This is an optimization exercise on Yosys and OpenROAD, whose aim is small area, a short achievable clock period and few clock cycles, not a production implementation. Where RTL was checked, it was by simulation tests only, not by an equivalence proof against the original. No functional check of the RTL was part of run 1. No driver is modelled on the clock port, so clock power and skew are understated where the tree is cut down; a real chip needs a root buffer or a tree. Power is estimated from default activity; no workload was simulated.

==> flow/design.v, too long to show whole: its modules and the start of the top module <==
// module conv2d_3x3_lb: 1099 lines
// module fa3: 10 lines
// module ha2: 9 lines
// module xo2: 7 lines
module conv2d_3x3_lb #(
    parameter MAX_W = 16
)(
    input         clk,
    input         reset,
    input         start,
    input  [7:0]  base_a,
    input  [7:0]  base_b,
    input  [7:0]  base_c,
    input  [4:0]  tile_w,    
    input  [4:0]  tile_h,    
    output reg    busy,
    output reg    done,
    output            a_en,
    output            a_we,          
    output reg  [7:0] a_addr,
    output      [31:0] a_di,         
    input       [31:0] a_dout,
    output            b_en,
    output            b_we,          
    output reg  [7:0] b_addr,
    output      [31:0] b_di,         
    input       [31:0] b_dout,
    output            c_en,
    output            c_we,
    output reg  [7:0] c_addr,
    output reg [31:0] c_di,
    input       [31:0] c_dout        
);
  // ...
==> flow/flow/run.sh <==
#!/bin/bash
# Standard ORFS layout (the standard.sh, unchanged synthesis), with
# timing repair aimed well below the clock period, plain buffers on the ports
# instead of delay buffers, and a two-level clock tree (see post_cts.tcl).
set -euo pipefail
here=$(pwd)
bash standard.sh \
  SETUP_SLACK_MARGIN=11 \
  BUFFER_PORTS_ARGS="-buffer_cell sky130_fd_sc_hd__buf_2" \
  CTS_ARGS="-sink_clustering_enable -repair_clock_nets -sink_clustering_size 30 -sink_clustering_max_diameter 150 -dont_use_dummy_load" \
  POST_CTS_TCL="$here/flow/post_cts.tcl" \
  finish > standard.log 2>&1
==> flow/flow/post_cts.tcl <==
# Runs at the end of ORFS's CTS step (POST_CTS_TCL hook).
# TritonCTS builds a root buffer, H-tree buffers and leaf (sink cluster)
# buffers. This design has few registers, so the H-tree level is removed: the
# root buffer drives every leaf buffer directly. Every register's clock still
# comes through two clkbuf_16, with nearly the same latency for all of them.
set block [ord::get_db_block]
set clk_net [[$block findBTerm clk] getNet]
proc is_clkbuf {inst} {
  return [string match "sky130_fd_sc_hd__clkbuf_*" [[$inst getMaster] getName]]
}
set root ""
set leaves {}
set middles {}
foreach inst [$block getInsts] {
  if {![is_clkbuf $inst]} { continue }
  set out [[$inst findITerm X] getNet]
  set in [[$inst findITerm A] getNet]
  if {$out == "NULL" || $in == "NULL"} { continue }
  if {[$out getSigType] != "CLOCK"} { continue }
  if {[$in getName] == [$clk_net getName]} { set root $inst; continue }
  set drives_buf 0
  foreach it [$out getITerms] {
    if {[$it isInputSignal] && [is_clkbuf [$it getInst]]} { set drives_buf 1 }
  }
  if {$drives_buf} { lappend middles $inst } else { lappend leaves $inst }
}
puts "post_cts: root [expr {$root == "" ? "none" : [$root getName]}], [llength $middles] middle buffers, [llength $leaves] leaf buffers"
if {$root != "" && [llength $middles] >= 1 && [llength $leaves] <= 12} {
  set root_net [[$root findITerm X] getNet]
  foreach inst $leaves {
    set a [$inst findITerm A]
    $a disconnect
    $a connect $root_net
  }
  foreach inst $middles {
    set out [[$inst findITerm X] getNet]
    odb::dbInst_destroy $inst
    if {[llength [$out getITerms]] == 0} { odb::dbNet_destroy $out }
  }
  puts "post_cts: the root buffer now drives the leaf buffers directly"
  estimate_parasitics -placement
  repair_timing_helper
  detailed_placement
  check_placement -verbose
  report_clock_latency
}
==> flow/standard.sh <==
#!/bin/bash
# synth_recipe.tcl (not shown) runs the flow's synth.tcl, then flattens the netlist and writes it again
# the make line also repeats each setting of config.mk as NAME=value (left out here)
make -C /OpenROAD-flow-scripts/flow DESIGN_CONFIG=/design/flow/config.mk WORK_HOME=/design/flow/orfs CLKGATE_MAP_FILE= SYNTH_SCRIPT=/design/flow/synth_recipe.tcl "${@:-finish}"
==> flow/config.mk <==
export PLATFORM = sky130hd
export DESIGN_NAME = conv2d_3x3_lb
export DESIGN_NICKNAME = conv2d_3x3_lb
export VERILOG_FILES = /design/flow/design.v
export SDC_FILE = /design/flow/constraint.sdc
export NUM_CORES = 4
export LEC_CHECK = 0
export CAP_MARGIN = 20
export CORE_MARGIN = 2
export CORE_UTILIZATION = 40
export SLEW_MARGIN = 20
export SYNTH_HIERARCHICAL = 1
export SYNTH_MINIMUM_KEEP_SIZE = 0
==> flow/constraint.sdc <==
create_clock -name core_clock -period 15.0 [get_ports {clk}]
set_input_delay 3.0000 -clock core_clock [delete_from_list [all_inputs] [get_ports {clk}]]
set_output_delay 3.0000 -clock core_clock [all_outputs]
set_load 0.01 [all_outputs]
==> out/summary.txt, run 1 <==
Hold Path Class -> reg2reg
global-route wire length before repair -> 81670 microns
Core Area -> 46460 sq um
most instantiated library cell after synthesis -> xnor2_1
antenna cells -> 2
Multi-input gate area -> 13660 sq um
main combinational cell family by area after synthesis -> adder cells
Flop+latch power -> 0.967 mW
kind of critical path -> reg2reg
comb_multi_in -> 1359
Synthesis Warnings -> 7
DP Cell Count -> 2429
Initial DRC Count -> 1217
Tot Pwr -> 4.813 mW
Area contributors post-synth -> fa_1, dfxtp_1, xnor2_1, a22oi_1, ha_1
area post-placement -> 19910 sq um
R2R Setup Slk -> 11.01 ns
pwr/cell area -> 217.7 nW/um^2
asr flop ratio synth -> 0
GR met1 Demand/Resource -> 0.2916
fill cell total of the finished layout -> 4278
routed wl met3 -> 5137 microns
leakage power -> 8.684 nW
Adder-Cell Fraction of Synth Area -> 0.3190
CP dominant cell by count -> fa_1
register area share after synthesis -> 0.2425
multi-input combinational area share -> 0.6181
nets -> 2357
Crit-path slowest cell -> fa_1
crit path launch -> A_r[0]
largest registers -> A_r x32, c_di x32, p_s x32
Highest Signal Layer -> met5
Seq. cell area -> 4748 sq um
Fin Setup TNS -> 0 ns
worst reg2reg startpoint -> A_r[0]
fraction of layout cells with a size suffix above 1 -> 0.2354
GRT met2 Usage -> 0.3551
WHS -> 0.3234 ns
status -> no timing/DRC/antenna violations
final instance area -> 22110 sq um
==> run 2, diff against run 1 <==
--- a/flow/design.v
+++ b/flow/design.v
@@ -905,30 +905,30 @@
   wire x479;
   xo2 u_x479 (x478, c448, x479);
   assign nxt_s[31] = x479;
   assign nxt_c[31] = hc450;
   wire [31:0] accm = c_di & {32{~f3}};
   wire [31:0] csa_s, csa_c;
   assign csa_c[0] = 1'b0;
   fa3 u_csa0 (accm[0], p_s[0], p_c[0], csa_s[0], csa_c[1]);
-  fa3 u_csa1 (accm[1], p_s[1], p_c[1], csa_s[1], csa_c[2]);
-  fa3 u_csa2 (accm[2], p_s[2], p_c[2], csa_s[2], csa_c[3]);
-  fa3 u_csa3 (accm[3], p_s[3], p_c[3], csa_s[3], csa_c[4]);
-  fa3 u_csa4 (accm[4], p_s[4], p_c[4], csa_s[4], csa_c[5]);
-  fa3 u_csa5 (accm[5], p_s[5], p_c[5], csa_s[5], csa_c[6]);
-  fa3 u_csa6 (accm[6], p_s[6], p_c[6], csa_s[6], csa_c[7]);
-  fa3 u_csa7 (accm[7], p_s[7], p_c[7], csa_s[7], csa_c[8]);
+  ha2 u_csa1 (accm[1], p_s[1], csa_s[1], csa_c[2]);
+  ha2 u_csa2 (accm[2], p_s[2], csa_s[2], csa_c[3]);
+  ha2 u_csa3 (accm[3], p_s[3], csa_s[3], csa_c[4]);
+  ha2 u_csa4 (accm[4], p_s[4], csa_s[4], csa_c[5]);
+  ha2 u_csa5 (accm[5], p_s[5], csa_s[5], csa_c[6]);
+  ha2 u_csa6 (accm[6], p_s[6], csa_s[6], csa_c[7]);
+  ha2 u_csa7 (accm[7], p_s[7], csa_s[7], csa_c[8]);
   fa3 u_csa8 (accm[8], p_s[8], p_c[8], csa_s[8], csa_c[9]);
-  fa3 u_csa9 (accm[9], p_s[9], p_c[9], csa_s[9], csa_c[10]);
-  fa3 u_csa10 (accm[10], p_s[10], p_c[10], csa_s[10], csa_c[11]);
+  ha2 u_csa9 (accm[9], p_s[9], csa_s[9], csa_c[10]);
+  ha2 u_csa10 (accm[10], p_s[10], csa_s[10], csa_c[11]);
   fa3 u_csa11 (accm[11], p_s[11], p_c[11], csa_s[11], csa_c[12]);
-  fa3 u_csa12 (accm[12], p_s[12], p_c[12], csa_s[12], csa_c[13]);
+  ha2 u_csa12 (accm[12], p_s[12], csa_s[12], csa_c[13]);
   fa3 u_csa13 (accm[13], p_s[13], p_c[13], csa_s[13], csa_c[14]);
-  fa3 u_csa14 (accm[14], p_s[14], p_c[14], csa_s[14], csa_c[15]);
+  ha2 u_csa14 (accm[14], p_s[14], csa_s[14], csa_c[15]);
   fa3 u_csa15 (accm[15], p_s[15], p_c[15], csa_s[15], csa_c[16]);
   fa3 u_csa16 (accm[16], p_s[16], p_c[16], csa_s[16], csa_c[17]);
   fa3 u_csa17 (accm[17], p_s[17], p_c[17], csa_s[17], csa_c[18]);
   fa3 u_csa18 (accm[18], p_s[18], p_c[18], csa_s[18], csa_c[19]);
   fa3 u_csa19 (accm[19], p_s[19], p_c[19], csa_s[19], csa_c[20]);
   fa3 u_csa20 (accm[20], p_s[20], p_c[20], csa_s[20], csa_c[21]);
   fa3 u_csa21 (accm[21], p_s[21], p_c[21], csa_s[21], csa_c[22]);
   fa3 u_csa22 (accm[22], p_s[22], p_c[22], csa_s[22], csa_c[23]);
==> flow/flow/run.sh (replaced) <==
#!/bin/bash
# Standard ORFS layout (the standard.sh, unchanged synthesis), with
#  - timing repair aimed well below the clock period (SETUP_SLACK_MARGIN),
#  - plain buffers on the ports instead of delay buffers,
#  - one tie cell for the constant outputs,
#  - a two-level clock tree (see post_cts.tcl).
# Every tool's output is in standard.log and in orfs/logs/.
set -euo pipefail
here=$(pwd)
bash standard.sh \
  SETUP_SLACK_MARGIN=11 \
  BUFFER_PORTS_ARGS="-buffer_cell sky130_fd_sc_hd__buf_2" \
  SKIP_REPAIR_TIE_FANOUT=1 \
  CTS_ARGS="-sink_clustering_enable -repair_clock_nets -sink_clustering_size 30 -sink_clustering_max_diameter 150 -dont_use_dummy_load" \
  POST_CTS_TCL="$here/flow/post_cts.tcl" \
  finish > standard.log 2>&1
==> run 2 against run 1 <==
  * Utilization shrank 0.50 points
  * Power shrank 2.1%
  * Critical path type unchanged
  * Still clean
  * Via count grew 0.28%
  * Fmax grew 1.3%
  * Die area shrank 0.43%
  * Critical path depth is the same
==> out/summary.txt, run 2 <==
status -> no timing/DRC/antenna violations
post-synthesis mux area share -> 0.001138
Synth-to-Final Area Change -> 16.75%
Fin Setup TNS -> 0 ns (unchanged)
# DRC -> 0
post-layout min period -> 3.943 ns
most common cell after layout, fill and taps aside -> xnor2_1
worst reg2reg path depth -> 10
Synthesis Warnings -> 7 (unchanged)
fin. max-slew vios -> 0
Total GRT Usage -> 0.2260
nets -> 2286 (-3.0%)
hold path startpoint -> f1
vias in the first global route -> 14440
Max-Cap Viols -> 0
Slew @ Worst Pin -> 0.6353 ns
asr flop ratio synth -> 0 (unchanged)
Post-Route WL -> 54700 microns
most instantiated library cell after synthesis -> xnor2_1
fraction of layout cells with a size suffix above 1 -> 0.2511 (+0.01574)
Synth Register Bits -> 218
Worst VDD drop -> 0.1664 mV
Unique masters post-synth -> 53
leakage power -> 8.501 nW (-2.1%)
post-synthesis simple-gate area fraction -> 0.05902
final instance area -> 21830 sq um (-1.3%)
routed via count -> 13790
Ports -> 261
Chip Width -> 220.2 microns
Yosys top cell by area -> fa_1
worst-skew pair later-pin latency -> 0.43 ns
Adder-Cell Fraction of Synth Area -> 0.3160 (-0.003008)
die height -> 220.2 microns
register area share after synthesis -> 0.2436 (+0.001071)
Tot Pwr -> 4.711 mW (-2.1%)
row count -> 79
R2R Setup Slk -> 11.06 ns (+0.05 ns)
Post-synth EDFFs -> 19
mapped cell area -> 18700 sq um
area share of xor/xnor cells in the synthesized design -> 0.1728
main combinational cell family by area after synthesis -> adder cells
global-route wire length before repair -> 82960 microns (+1.6%)
Core Area -> 46360 sq um (-0.21%)
CP delay by family, top -> adder cells
Slew headroom -> 0.5750
WP buf/inv -> 1
clk_skew -> 0.04420 ns
Critical Path Sink Type -> flop
initial antenna violation count -> 5
worst-path fanout max -> 13
Initial Utilization -> 0.4033
Crit-path slowest cell -> fa_1
CTS clk-pin slew, worst paths -> 0.11 ns
main flop type after synthesis -> dfxtp_1
Area contributors post-synth -> fa_1, dfxtp_1, xnor2_1, a22oi_1, ha_1
pwr/cell area -> 215.8 nW/um^2 (-0.89%)
Compound-Gate Fraction of Synth Area -> 0.1407
Die Area -> 48490 sq um
largest net degree at the start of global routing -> 67
fill cell total of the finished layout -> 4164 (-2.7%)
CP arrival -> 4.27 ns
Hold Path Depth -> 0
port bufs -> 162
HPWL after detailed placement -> 34590 microns
GRT overflow -> 0
CTS sink count -> 218
Max Fclk -> 0.2536 GHz
Hold Path End -> f2
crit-path cells -> buf_12 > a22oi_2 > xnor2_2 > fa_1 > fa_2 > fa_2 > fa_2 > fa_1 > fa_1 > ha_1
post-route ant nets -> 0
fin crit share -> 0.2629
unrepaired setup endpoints after global routing -> true
Hold Path Class -> reg2reg
vias per cell -> 5.669
kind of critical path -> reg2reg
most frequent cells in the layout -> xnor2_1, a22oi_1, fa_1
area post-placement -> 19520 sq um (-1.9%)
router iterations before antenna repair -> 7
top cell type's share of synthesized area -> 0.2591
syn_area_per_cell -> 10.60 sq um
routability cong. -> 0.8625
largest registers -> A_r x32, c_di x32, p_s x32
Worst R2R End -> p_c[29]
hold violation count in the final report -> 0
wire per inst -> 22.49 microns
top cells by count, synth -> xnor2_1, a22oi_1, fa_1
Worst Path Required -> 15.32 ns
Initial DRC Count -> 1336 (+9.8%)
cells after synthesis -> 1764
Startpoint Class -> flop
worst reg2reg startpoint -> A_r[6]
critical path's largest stage delay -> 0.58 ns
final setup fails -> 0
[run 2: cell count changes in the layout (fill, tap and decap cells not counted), moves of 8 or more]
cell and change:
a22oi_2 +8, ha_1 +17, dfxtp_2 -9, dfxtp_4 +13, a22oi_1 -8, conb_1 -76
fa_1 -16
[run 2: report_power, final]
part | internal (mW) | total [mW] | switching (mW)
registers | 0.849 | 0.958 | 0.109
clock network | 0.109 | 0.287 | 0.179
logic | 1.68 | 3.46 | 1.79
total | 2.63 | 4.71 | 2.08
[run 2: kinds of logic after synthesis]
group | Yosys count
compound gates | 371
mux | 2
buf+inv | 263
simple gates | 213
other cells | 1
flops | 218
xor+xnor | 369
fa+ha+maj | 327
[run 2: layout make-up]
| class | count | area (sq um) | share of cell area |
|---|---|---|---|
| diodes | 1 | 2.502 | 0.0001146 |
| clock buffers | 9 | 225.2 | 0.01032 |
| inverters | 44 | 165.2 | 0.007566 |
| multi-input cells | 1283 | 13270 | 0.6080 |
| flip-flops and latches | 218 | 4786 | 0.2192 |
| well taps | 607 | 759.5 | 0.03479 |
| repair buffers | 270 | 2620 | 0.1200 |
[run 2: per-module statistics from Yosys, one instance, submodules excluded]
module / copies in the design / cells inside / area (sq um)
conv2d_3x3_lb: 1 / 1479 / 13540
fa3: 226 / 1 / 20.02
ha2: 30 / 1 / 12.51
xo2: 29 / 1 / 8.758
[run 2: routing by layer]
| layer | part of all wire | vias to the layer above | global-route usage |
|---|---|---|---|
| li1 | - | 5996 | - |
| met1 | 0.41 | 6867 | 0.2960 |
| met2 | 0.46 | 794 | 0.3629 |
| met3 | 0.098 | 125 | 0.05636 |
| met4 | 0.033 | 6 | 0.08098 |
| met5 | 0.00071 | - | 0 |
[run 2: worst max path at each step]
| stage | start | end | slack (ns) | depth (start not counted) |
|---|---|---|---|---|
| floorplan | start | oy_left[0] | 10.70 | 6 |
| global placement | f3 | c_di[31] | 10.35 | 15 |
| detailed placement | f3 | c_di[31] | 10.33 | 15 |
| global route | A_r[6] | p_c[29] | 10.98 | 10 |
| finish | A_r[6] | p_c[29] | 11.06 | 10 |
[run 2: through the flow]
step	std cells	util	setup slack [ns]	hold slack [ns]
detailed placement	2351	0.4211	10.33	0.3151
global placement	2351	0.4211	10.35	0.3129
finish	2432	0.4709	11.06	0.3393
global route	2431	0.4708	10.98	0.3495
floorplan	1764	-	10.70	0.3096
[run 2: worst register-to-register path, stage by stage (launching register included)]
cell     delay [ns]
dfxtp_4        0.39
buf_12         0.16
a22oi_2        0.22
xnor2_2        0.14
fa_1           0.48
fa_2           0.39
fa_2           0.40
fa_2           0.36
fa_1           0.58
fa_1           0.42
ha_1           0.29
Testbench counts of run 2, summed over its fixed seeds: cycles 205,773.

-- afterwards: timing with drivers on the ports --
How much do the figures lean on ideal ports? The routed layouts below were timed once more, with nothing changed but the port constraints. Step 1 assumes that a clkbuf_16 drives the clock port and a buf_2 every other input. Step 2 moves the port delays by t, midway between the first and last clock arrival at a register: inputs arrive t later, outputs are due t later. That takes back most of the time a late clock gives input paths. Slacks: no drivers / after step 1 / after step 2; pairs: no drivers / after step 1.
run	t (ns)	setup WS [ns]	hold WS [ns]	clock arrival spread, ns	cell pins on the clock port's net
run 1	0.465	11.006 / 11.006 / 10.674	0.323 / 0.323 / 0.323	0.054 / 0.054	1
run 2	0.465	11.057 / 11.008 / 10.669	0.339 / 0.339 / 0.339	0.045 / 0.044	1
After both steps setup and hold are still met in every run listed. The setup slack of run 2, which loses most, moves by -0.049 ns with the drivers and by -0.388 ns with both steps.
